From an optimization exercise on the open Yosys and OpenROAD flow, aimed at small area; shortcuts taken in it are not production practice. In this exercise RTL edits were held to simulation tests only and were not proved equivalent to the original. Power figures rest on the tool's default switching activity, not on a simulated workload.

$ cat design/flow/config.mk
export PLATFORM = sky130hd
export DESIGN_NAME = TopModule
export DESIGN_NICKNAME = TopModule
export VERILOG_FILES = /design/flow/design.v
export SDC_FILE = /design/flow/constraint.sdc
export NUM_CORES = 4
export LEC_CHECK = 0
export CAP_MARGIN = 20
export CORE_MARGIN = 2
export CORE_UTILIZATION = 40
export SLEW_MARGIN = 20
$ cat design/flow/constraint.sdc
create_clock -name core_clock -period 10.0 [get_ports {clk}]
set_input_delay 2.0000 -clock core_clock [delete_from_list [all_inputs] [get_ports {clk}]]
set_output_delay 2.0000 -clock core_clock [all_outputs]
set_load 0.01 [all_outputs]
$ cat design/flow/design.v
`timescale 1ns / 1ps
module ClockDivider(
    input clk,
    input reset,
    output reg clk_1Hz,
    output reg clk_2Hz,
	output reg clk_4Hz,
    output reg clk_50Hz,
    output reg clk_500Hz,
    output wire rise_2Hz,
    output wire rise_4Hz,
    output wire rise_500Hz
);
    localparam TH_1HZ   = 20_000;
    localparam TH_2HZ   = 10_000;
    localparam TH_4HZ   = 5_000;
    localparam TH_50HZ  = 400;
    localparam TH_500HZ = 40;
    reg [25:0] counter_1Hz;
	reg [25:0] counter_2Hz;
	reg [25:0] counter_4Hz;
    reg [25:0] counter_50Hz;
    reg [25:0] counter_500Hz;
	  always @(posedge clk or posedge reset) begin
        if (reset) begin
            counter_1Hz <= 0;
            counter_2Hz <= 0;
			counter_4Hz <= 0;
            counter_50Hz <= 0;
            counter_500Hz <= 0;
            clk_1Hz <= 0;
            clk_2Hz <= 0;
            clk_4Hz <= 0;
            clk_50Hz <= 0;
            clk_500Hz <= 0;
        end else begin
            if (counter_1Hz >= TH_1HZ) begin
                clk_1Hz <= ~clk_1Hz;
                counter_1Hz <= 0;
            end else begin
				counter_1Hz <= counter_1Hz + 1;
            end
            if (counter_2Hz >= TH_2HZ) begin
                clk_2Hz <= ~clk_2Hz;
                counter_2Hz <= 0;
            end else begin
                counter_2Hz <= counter_2Hz + 1;
            end
				if (counter_4Hz >= TH_4HZ) begin
					clk_4Hz <= ~clk_4Hz;
					counter_4Hz <= 0;
				end else begin
					counter_4Hz <= counter_4Hz + 1;
					end
            if (counter_50Hz >= TH_50HZ) begin
                clk_50Hz <= ~clk_50Hz;
                counter_50Hz <= 0;
				end else begin
                counter_50Hz <= counter_50Hz + 1;
            end
            if (counter_500Hz >= TH_500HZ) begin
                clk_500Hz <= ~clk_500Hz;
                counter_500Hz <= 0;
            end else begin
                counter_500Hz <= counter_500Hz + 1;
            end
        end
    end
    assign rise_2Hz   = (counter_2Hz   >= TH_2HZ)   & ~clk_2Hz;
    assign rise_4Hz   = (counter_4Hz   >= TH_4HZ)   & ~clk_4Hz;
    assign rise_500Hz = (counter_500Hz >= TH_500HZ) & ~clk_500Hz;
endmodule
`timescale 1ns / 1ps
module Debouncer(
	input clk,
	input reset_n,
	input button,
	output reg debounce
	);
	localparam COUNT_VALUE = 40_000 / 5;  
	reg [1:0] state;
	reg [25:0] count;
	reg button_sync, button_sync_prev;
	always @(posedge clk or negedge reset_n) begin
		if (!reset_n) begin
			state <= 0;
			debounce <= 0;
			count <= 0;
			button_sync <= 0;
			button_sync_prev <= 0;
		end else begin
			button_sync <= button;
			button_sync_prev <= button_sync;
			debounce <= 0;
	case (state)
		0: begin
			if (button_sync && !button_sync_prev) begin  
				state <= 1;
				count <= 0;
			end
		end
		1: begin
			if (count < COUNT_VALUE - 1) begin
				count <= count + 1;
			end else begin
				debounce <= 1;  
				state <= 0;
			end
		end
		endcase
	end
	end
endmodule
`timescale 1ns / 1ps
module refresher250ms (
    input clk,
    input rst,
    input en,
    output measure
);
    localparam PERIOD = 10_000;
    reg [23:0] count;
    always @(posedge clk or posedge rst) begin
        if (rst)
            count <= 24'd0;
        else if (en) begin
            if (count == PERIOD - 1)
                count <= 24'd0;
            else
                count <= count + 24'd1;
        end
    end
    assign measure = en & (count == PERIOD - 1);
endmodule
module UltraSonicSensor#(
    parameter ten_us = 10'd40,   
    parameter threshold_RAW = 22'd696   
)(
    input clk,  
    input rst,
    input measure,
    output reg [1:0] state,
    output ready,
    input echo,   
    output trig,  
    output reg [21:0] distanceRAW,
    output reg exit_car   
);
    localparam IDLE = 2'b00,
              TRIGGER = 2'b01,
              WAIT = 2'b11,
              COUNTECHO = 2'b10;
    wire inIDLE, inTRIGGER, inWAIT, inCOUNTECHO;
    reg [9:0] counter;
    wire trigcountDONE;
    assign ready = inIDLE;
    assign inIDLE = (state == IDLE);
    assign inTRIGGER = (state == TRIGGER);
    assign inWAIT = (state == WAIT);
    assign inCOUNTECHO = (state == COUNTECHO);
    always @(posedge clk or posedge rst)
        begin
            if (rst)
                begin
                    state <= IDLE;
                    exit_car <= 0;   
                end
            else
                begin
                    case (state)
                        IDLE:
                            begin
                                state <= (measure & ready) ? TRIGGER : state;
                            end
                        TRIGGER:
                            begin
                                state <= (trigcountDONE) ? WAIT : state;
                            end
                        WAIT:
                            begin
                                state <= (echo) ? COUNTECHO : state;
                            end
                        COUNTECHO:
                            begin
                                state <= (~echo) ? IDLE : state;
                            end
                    endcase
                    if (inIDLE && ready)
                        begin
                            if (distanceRAW < threshold_RAW)
                                exit_car <= 1;   
                            else
                                exit_car <= 0;   
                        end
                end
        end
    assign trig = (state == TRIGGER);
    always @(posedge clk or posedge rst)
        begin
            if (rst)
                counter <= 10'd0;
            else if (inIDLE)
                counter <= 10'd0;
            else
                counter <= counter + 1;
        end
    assign trigcountDONE = (counter == ten_us);
    always @(posedge clk or posedge rst)
        begin
            if (rst)
                distanceRAW <= 22'd0;
            else if (inWAIT)
                distanceRAW <= 22'd0;
            else if (inCOUNTECHO)
                distanceRAW <= distanceRAW + 1;
            else
                distanceRAW <= distanceRAW;
        end
endmodule
`timescale 1ns / 1ps
module ParkingFSM (
    input wire clk,
    input wire reset,
    input wire enable,
    input wire entry_sensor,
    input wire exit_sensor,
    input wire [1:0] exit_location,
    output reg door_open,
    output reg full_light,
    output reg [3:0] current_state,
    output reg [2:0] capacity,
    output reg [1:0] best_slot
);
    reg [3:0] next_state;
    reg is_valid_car_location;
    always @(*) begin
            case (current_state)
                4'b0000: best_slot = 2'b00;
                4'b0001: best_slot = 2'b01;
                4'b0011: best_slot = 2'b10;
                4'b0111: best_slot = 2'b11;
                default: begin
                    if (~current_state[0]) best_slot = 2'b00;
                    else if (~current_state[1]) best_slot = 2'b01;
                    else if (~current_state[2]) best_slot = 2'b10;
                    else if (~current_state[3]) best_slot = 2'b11;
                    else best_slot = 2'b00;  
                end
            endcase
            next_state = current_state;
            is_valid_car_location = 1'b0;
            if (exit_sensor) begin
                case (exit_location)
                    2'b00: is_valid_car_location = current_state[0];
                    2'b01: is_valid_car_location = current_state[1];
                    2'b10: is_valid_car_location = current_state[2];
                    2'b11: is_valid_car_location = current_state[3];
                    default: is_valid_car_location = 1'b0;
                endcase
                if (is_valid_car_location) begin
                    case (exit_location)
                        2'b00: next_state = current_state & ~4'b0001;
                        2'b01: next_state = current_state & ~4'b0010;
                        2'b10: next_state = current_state & ~4'b0100;
                        2'b11: next_state = current_state & ~4'b1000;
                    endcase
                end
            end
            else if (entry_sensor) begin
                if (current_state != 4'b1111) begin
                    case (best_slot)
                        2'b00: next_state = current_state | 4'b0001;
                        2'b01: next_state = current_state | 4'b0010;
                        2'b10: next_state = current_state | 4'b0100;
                        2'b11: next_state = current_state | 4'b1000;
                        default: next_state = current_state;  
                    endcase
                end
            end
            capacity = (current_state[0] ? 0 : 1) +
                       (current_state[1] ? 0 : 1) +
                       (current_state[2] ? 0 : 1) +
                       (current_state[3] ? 0 : 1);
    end
    always @(posedge clk or posedge reset) begin
        if (reset) begin
            current_state <= 4'b0000;
            door_open <= 1'b0;
            full_light <= 1'b0;
        end else if (enable) begin
            current_state <= next_state;
            door_open <= 1'b0;
            full_light <= 1'b0;
            if (exit_sensor && is_valid_car_location) begin
                door_open <= 1'b1;
            end else if (entry_sensor && current_state != 4'b1111) begin
                door_open <= 1'b1;
            end else if (entry_sensor && current_state == 4'b1111) begin
                full_light <= 1'b1;
            end
        end
    end
endmodule
module SevenSegmentDisplay (
    input clk,                       
    input reset,                     
    input tick,                      
    input [3:0] digit_0,             
    input [3:0] digit_1,             
    input [3:0] digit_2,             
    input [3:0] digit_3,             
    output reg [7:0] seg_out,        
    output reg [4:0] anode           
);
    reg [3:0] current_digit;         
    reg [1:0] mux_index;             
    function [7:0] seven_seg;
    input [3:0] num;
    begin
        case (num)
            4'h0: seven_seg = 8'b00111111;  
            4'h1: seven_seg = 8'b00000110;  
            4'h2: seven_seg = 8'b01011011;  
            4'h3: seven_seg = 8'b01001111;  
            4'h4: seven_seg = 8'b01100110;  
            default: seven_seg = 8'b01000000;  
        endcase
    end
endfunction
    always @(posedge clk or posedge reset) begin
        if (reset)
            mux_index <= 0;
        else if (!tick)
            mux_index <= mux_index;
        else if (mux_index < 2'b11) begin
            mux_index <= mux_index + 1;
		  end else begin
			   mux_index <= 2'b00;
		  end
    end
    always @(*) begin
        case (mux_index)
            2'b00: begin
                current_digit = digit_0;  
                anode = 5'b00001;         
            end
            2'b01: begin
                current_digit = digit_1;  
                anode = 5'b00010;         
            end
            2'b10: begin
                current_digit = digit_2;  
                anode = 5'b00100;         
            end
            2'b11: begin
                current_digit = digit_3;  
                anode = 5'b01000;         
            end
            default: begin
                current_digit = 4'b1111;
                anode = 5'b11111;  
            end
        endcase
        seg_out = seven_seg(current_digit);  
    end
endmodule
`timescale 1ns / 1ps
module TopModule(
    input wire clk,
    input wire reset,
    input wire entry_sensor,
    input wire exit_sensor,
    input wire [1:0] exit_location,  
    output reg door_status_light,    
    output reg lot_full_light,       
    output wire [3:0] parking_state,
    output wire [7:0] seg_out,      
    output wire [4:0] anode,         
	input wire echo,
	output trig
);
    wire debounced_entry_signal;
    wire debounced_exit_signal;
	wire door_open_signal;
    wire lot_full_signal;
	wire entry_ultra;
	wire exit_ultra;
	wire ready;
	wire [21:0] distanceRAW;
	wire ultra_exit;
    wire clk_1Hz;
    wire clk_2Hz;
	wire clk_4Hz;
    wire clk_50Hz;
  	wire clk_500Hz;
    wire rise_2Hz;
    wire rise_4Hz;
    wire rise_500Hz;
    wire [2:0] parking_capacity;
    wire [1:0] best_slot;
	ClockDivider clock_divider (
		.clk(clk),
      .reset(reset),
      .clk_1Hz(clk_1Hz),
      .clk_2Hz(clk_2Hz),
		.clk_4Hz(clk_4Hz),
      .clk_50Hz(clk_50Hz),
	   .clk_500Hz(clk_500Hz),
      .rise_2Hz(rise_2Hz),
      .rise_4Hz(rise_4Hz),
      .rise_500Hz(rise_500Hz)
  );
	Debouncer entry_debouncer (
        .clk(clk),
        .reset_n(~reset),
        .button(~entry_sensor),
        .debounce(debounced_entry_signal)
    );
	wire measure;
		refresher250ms refresher_inst (
        .clk(clk),
        .rst(reset),
        .en(1'b1),
        .measure(measure)
    );
		UltraSonicSensor #(
    .ten_us(10'd40)       
  ) sensor (
    .clk(clk),             
    .rst(reset),           
    .measure(measure),
    .state(),              
    .ready(ready),         
    .echo(echo),           
    .trig(trig),           
    .distanceRAW(distanceRAW),
    .exit_car(ultra_exit)    
  );
    ParkingFSM parking_fsm (
        .clk(clk),
        .reset(reset),
		  .enable(1'b1),
        .entry_sensor(debounced_entry_signal),
        .exit_sensor(ultra_exit),
        .exit_location(exit_location),
        .door_open(door_open_signal),
        .full_light(lot_full_signal),
        .current_state(parking_state),
        .capacity(parking_capacity),
        .best_slot(best_slot)
    );
    reg [5:0] door_open_timer;
    reg door_active;  
    always @(posedge clk or posedge reset) begin
        if (reset) begin
            door_open_timer <= 6'b000000;
            door_active <= 1'b0;
            door_status_light <= 1'b0;
        end else if (door_open_signal) begin
            door_open_timer <= 6'b000000;
            door_active <= 1'b1;
            door_status_light <= 1'b1;
        end else if (rise_4Hz) begin
          if (door_active && door_open_timer < 6'b100111) begin
            door_status_light <= ~door_status_light;
				 door_open_timer <= door_open_timer + 5'b00001;
          end else if (door_open_timer >= 6'b100111) begin
            door_active <= 1'b0;
            door_status_light <= 1'b0;
          end
        end
    end
	 reg [2:0] full_blink_counter;
    reg full_blink_active;
	 always @(posedge clk or posedge reset) begin
        if (reset) begin
            full_blink_counter <= 3'b000;
            full_blink_active <= 1'b0;
            lot_full_light <= 1'b0;
        end else if (lot_full_signal) begin
            full_blink_counter <= 3'b000;
            full_blink_active <= 1'b1;
            lot_full_light <= 1'b1;
        end else if (rise_2Hz) begin
          if (full_blink_active && full_blink_counter < 3'b101) begin
            lot_full_light <= ~lot_full_light;
				 full_blink_counter <= full_blink_counter + 3'b001;
          end else if (full_blink_counter >= 3'b101) begin
            full_blink_active <= 1'b0;
            lot_full_light <= 1'b0;
          end
        end
    end
    SevenSegmentDisplay seven_segment_display (
        .clk(clk),
        .reset(reset),
        .tick(rise_500Hz),
        .digit_0((parking_capacity == 3'b000) ? 4'b0101 : {2'b00,best_slot}),
        .digit_1((parking_capacity == 3'b000) ? 4'b0101 : 4'b0000),
        .digit_2({1'b0,parking_capacity}),
        .digit_3(4'b0000),
        .seg_out(seg_out),
        .anode(anode)
    );
endmodule
$ cat design/flow/run.sh
#!/bin/bash
# synth_recipe.tcl (not shown) runs the flow's synth.tcl, then flattens the netlist and writes it again
# the make line also repeats each setting of config.mk as NAME=value (left out here)
make -C /OpenROAD-flow-scripts/flow DESIGN_CONFIG=/design/flow/config.mk WORK_HOME=/design/flow/orfs CLKGATE_MAP_FILE= SYNTH_SCRIPT=/design/flow/synth_recipe.tcl finish
==> results.yml <==
clock_network:
  clkTransAtPathRegs_ps: 70
  root_buffer: "clkbuf_16"
  cts_resized: 0
  clk_latency_ps: 430
  cts_buffers: 17
  cts_hold_buf: 0
  cts.sinks: 191
  ctsLongestPathBuffers: 2
  tritoncts: "built"
  htreeDepth: 4
  post-cts-setup-buffer-count: 0
synthesis:
  synth_area_mm2: 0.00843
  synth_edf_count: 0
  ys.flop_type: "dfrtp_1"
  yosysTopAreaCellShare: 0.567
  yosysTopAreaCell: "dfrtp_1"
  syn-instance-count: 777
  ys_types: 57
  ys_seq_elements: 191
  ys_seq_area_frac: 0.567
  avgSynthCellArea_um2: 10.9
  synth_area_leaders: "dfrtp_1 57%, nor2_1 4.5%, xor2_1 4.5%, ha_1 4.0%, xnor2_1 3.3%"
  synthArstFlopShare: 1.00
  yosysWarnings: 7
placed_design:
  place_ws_ps: 4780
  place_hpwl_um: 8900
  io_buffers: 23
  gp_congestion: 0.777
sta:
  slew_violations: 0
  max-slew-margin-rel: 0.302
  setup_viol: 0
  fin_setup_tns_ps: 0
  setup_ws_ps: 4330
  clock.fmax_mhz: 176
  rsz0062_at_grt: "false"
  hold_violations: 0
  post-route-period-util: 0.567
  min_period_ps: 5670
  clock_skew_ps: 12.0
  worstMarginPinSlew_ps: 1040
pwr:
  switching_share: 0.265
  seq_power_share: 0.525
  p_leak_nw: 4.33
  p_per_area_mw_per_mm2: 175
  p_clk_frac: 0.374
  switching_power_w: 0.000448
  combPwrFrac: 0.102
  peakVddDrop_mv: 0.111
  cell_internal_pwr_w: 0.00125
detailed_routing:
  routed-via-count: 5411
  ant_nets: 0
  drt_iter0_markers: 258
  routed_via_density: 4.78
  firstDrtPassIters: 4
  drc: 0
  wirelength_um: 13600
  wl_per_cell_um: 12.0
setup_path:
  required_ps: 8000
  ff2ff_path_depth: 6
  cp_common_cell: "ha_1"
  rr_endpoint: "entry_debouncer.count[9]"
  path_buf_inv: 2
  crit_path_end_kind: "primary output"
  crit_path_start_kind: "flop"
  critPathLaunch: "parking_fsm.current_state[0]"
  crit_fanout: 10
  reg2reg_setup_slack_ps: 7490
  path_cells: "fa_1 > inv_1 > ha_1 > ha_1 > or3_1 > a31oi_1 > mux2i_1 > clkdlybuf4s50_1"
  crit_slowest_cell: "fa_1"
  cpPeakStageDelay_ps: 580
  critPathKind: "flop to primary output"
  arrival_ps: 3670
  crit_family: "adder cells"
  r2r_start: "entry_debouncer.count[0]"
min_path:
  min_path_type: "flop to flop"
  holdPathStages: 0
  holdPathEnd: "entry_debouncer.button_sync_prev"
  min_from: "entry_debouncer.button_sync"
cells_and_area:
  fin_nets: 881
  area_growth_pct: 14.6
  drive_gt1_frac: 0.0653
  final_common_cell: "dfrtp_1"
  layout_common_cells: "191 x dfrtp_1, 101 x nor2_1, 47 x conb_1"
  diodes: 0
global_route:
  overflow: 0
  antenna_found_initial: 0
  grt_max_degree: 117
  grt_use_total: 0.136
  grt_pass1_wl_um: 24500
  grt_pass1_vias: 5298
job:
  cap_violations: 0
die:
  dieArea_mm2: 0.0223
  placementRows: 53
  die_x_um: 149
  core_region_area_mm2: 0.0209
  ios: 27
  initial_core_util: 0.404
  die_h_um: 149
status:
  status: "complete, no violations"
## Yosys cell counts, types with 3 or more instances
cell type,count
ha_1,27
nor2b_1,13
nand4_1,17
and3_1,18
and2_1,16
buf_4,3
mux2_2,8
a21o_1,6
dfrtp_1,191
o21ai_0,24
xor2_1,43
xnor2_1,32
inv_1,38
o22ai_1,5
nor2_1,102
nor4_1,22
nor4b_1,4
nor3_1,9
a211oi_1,3
nand3_1,44
a21oi_1,15
nand2_1,37
a22o_1,3
clkbuf_1,14
nor3b_1,3
and4_1,10
or4_1,3
a31oi_1,7
o31ai_1,3
or3_1,9
mux2i_1,7
nand2b_1,5
or2_2,6
## power groups by stage
stage               Combinational, W  Clock (W)  Sequential, W
finish                      0.000172   0.000633       0.000889
global route                0.000201   0.000693       0.000898
detailed placement          0.000176          0       0.000903
CTS                         0.000176   0.000656       0.000888
floorplan                   0.000140          0       0.000886
global placement            0.000172          0       0.000902
## cell type report
cell class	count	area, µm²
clock buffer	19	453
clock inverter	12	100
fill	1948	11200
inverter	38	150
multi-input combinational	574	3600
sequential	191	4780
tap	275	344
timing repair buffer	24	238
## worst reg2reg max path, delay by kind of cell, from the launching register on
| kind | cells | cell delay [ps] |
|---|---|---|
| AO/OA/AOI/OAI | 3 | 950 |
| adder cells (fa/ha/maj) | 1 | 250 |
| flip-flops | 1 | 410 |
| AND/OR/NAND/NOR | 2 | 850 |
## logic make-up after synthesis
family,Yosys count,synth area share
compound gates,82,0.0637
flops,191,0.567
xor+xnor,75,0.0779
simple gates,326,0.201
buf+inv,58,0.0274
fa+ha+maj,28,0.0424
other cells,1,0.000445
mux,16,0.0208
## metal layers
metal | GRT usage | share of wire | vias to the layer above
met5 | 0 | 0 | -
met2 | 0.207 | 0.44 | 73
met1 | 0.190 | 0.52 | 2567
met3 | 0.0364 | 0.030 | 8
met4 | 0.0405 | 0.0081 | 0
li1 | - | - | 2763
## how the worst max path moves through the flow
stage	cells after the start	endpoint
floorplan	1	clock_divider.clk_2Hz
global placement	8	seg_out[2]
detailed placement	8	seg_out[2]
CTS	8	seg_out[2]
global route	8	seg_out[2]
finish	8	seg_out[2]
## state kept, by name, summed over array words and instances (netlist names), 2 cells and up
name	cells
clock_divider.counter_2Hz	26
clock_divider.counter_4Hz	26
clock_divider.counter_500Hz	26
entry_debouncer.count	26
refresher_inst.count	24
sensor.distanceRAW	22
sensor.counter	10
door_open_timer	6
parking_fsm.current_state	4
full_blink_counter	3
sensor.state	2
seven_segment_display.mux_index	2
## metrics by stage
stage	area, µm²	util	std cells	hold slack, ps	total power, W
detailed placement	9110	0.436	1102	385	0.00108
global route	9670	0.463	1133	407	0.00179
floorplan	8610	-	823	360	0.00103
finish	9670	0.463	1133	395	0.00169
global placement	9110	0.436	1102	378	0.00107
CTS	9670	0.463	1133	401	0.00172

separate check: timing with driven ports:
The flow's constraints put no driver on any port. The routed layout listed below was extracted and timed again, unchanged, in two steps.
Step 1: set_driving_cell puts a clkbuf_16 on clk and a buf_2 on each other input, an assumption about the parent block.
Step 2 moves the port delays by t, midway between the first and last clock arrival at a register: inputs arrive t later, outputs are due t later. That takes back most of the time a late clock gives input paths.
Slacks: ideal / step 1 / step 2; pairs: ideal / step 1.
shift t [ns]: 0.465
setup slack, ns: 4.328 / 4.284 / 4.749
worst setup path at the end: register to output
worst slew at a driven data input, ns: 0.04
After both steps this run still meets setup and hold. For this run, drivers alone change the setup slack by -0.044 ns; drivers and shift together by +0.421 ns.
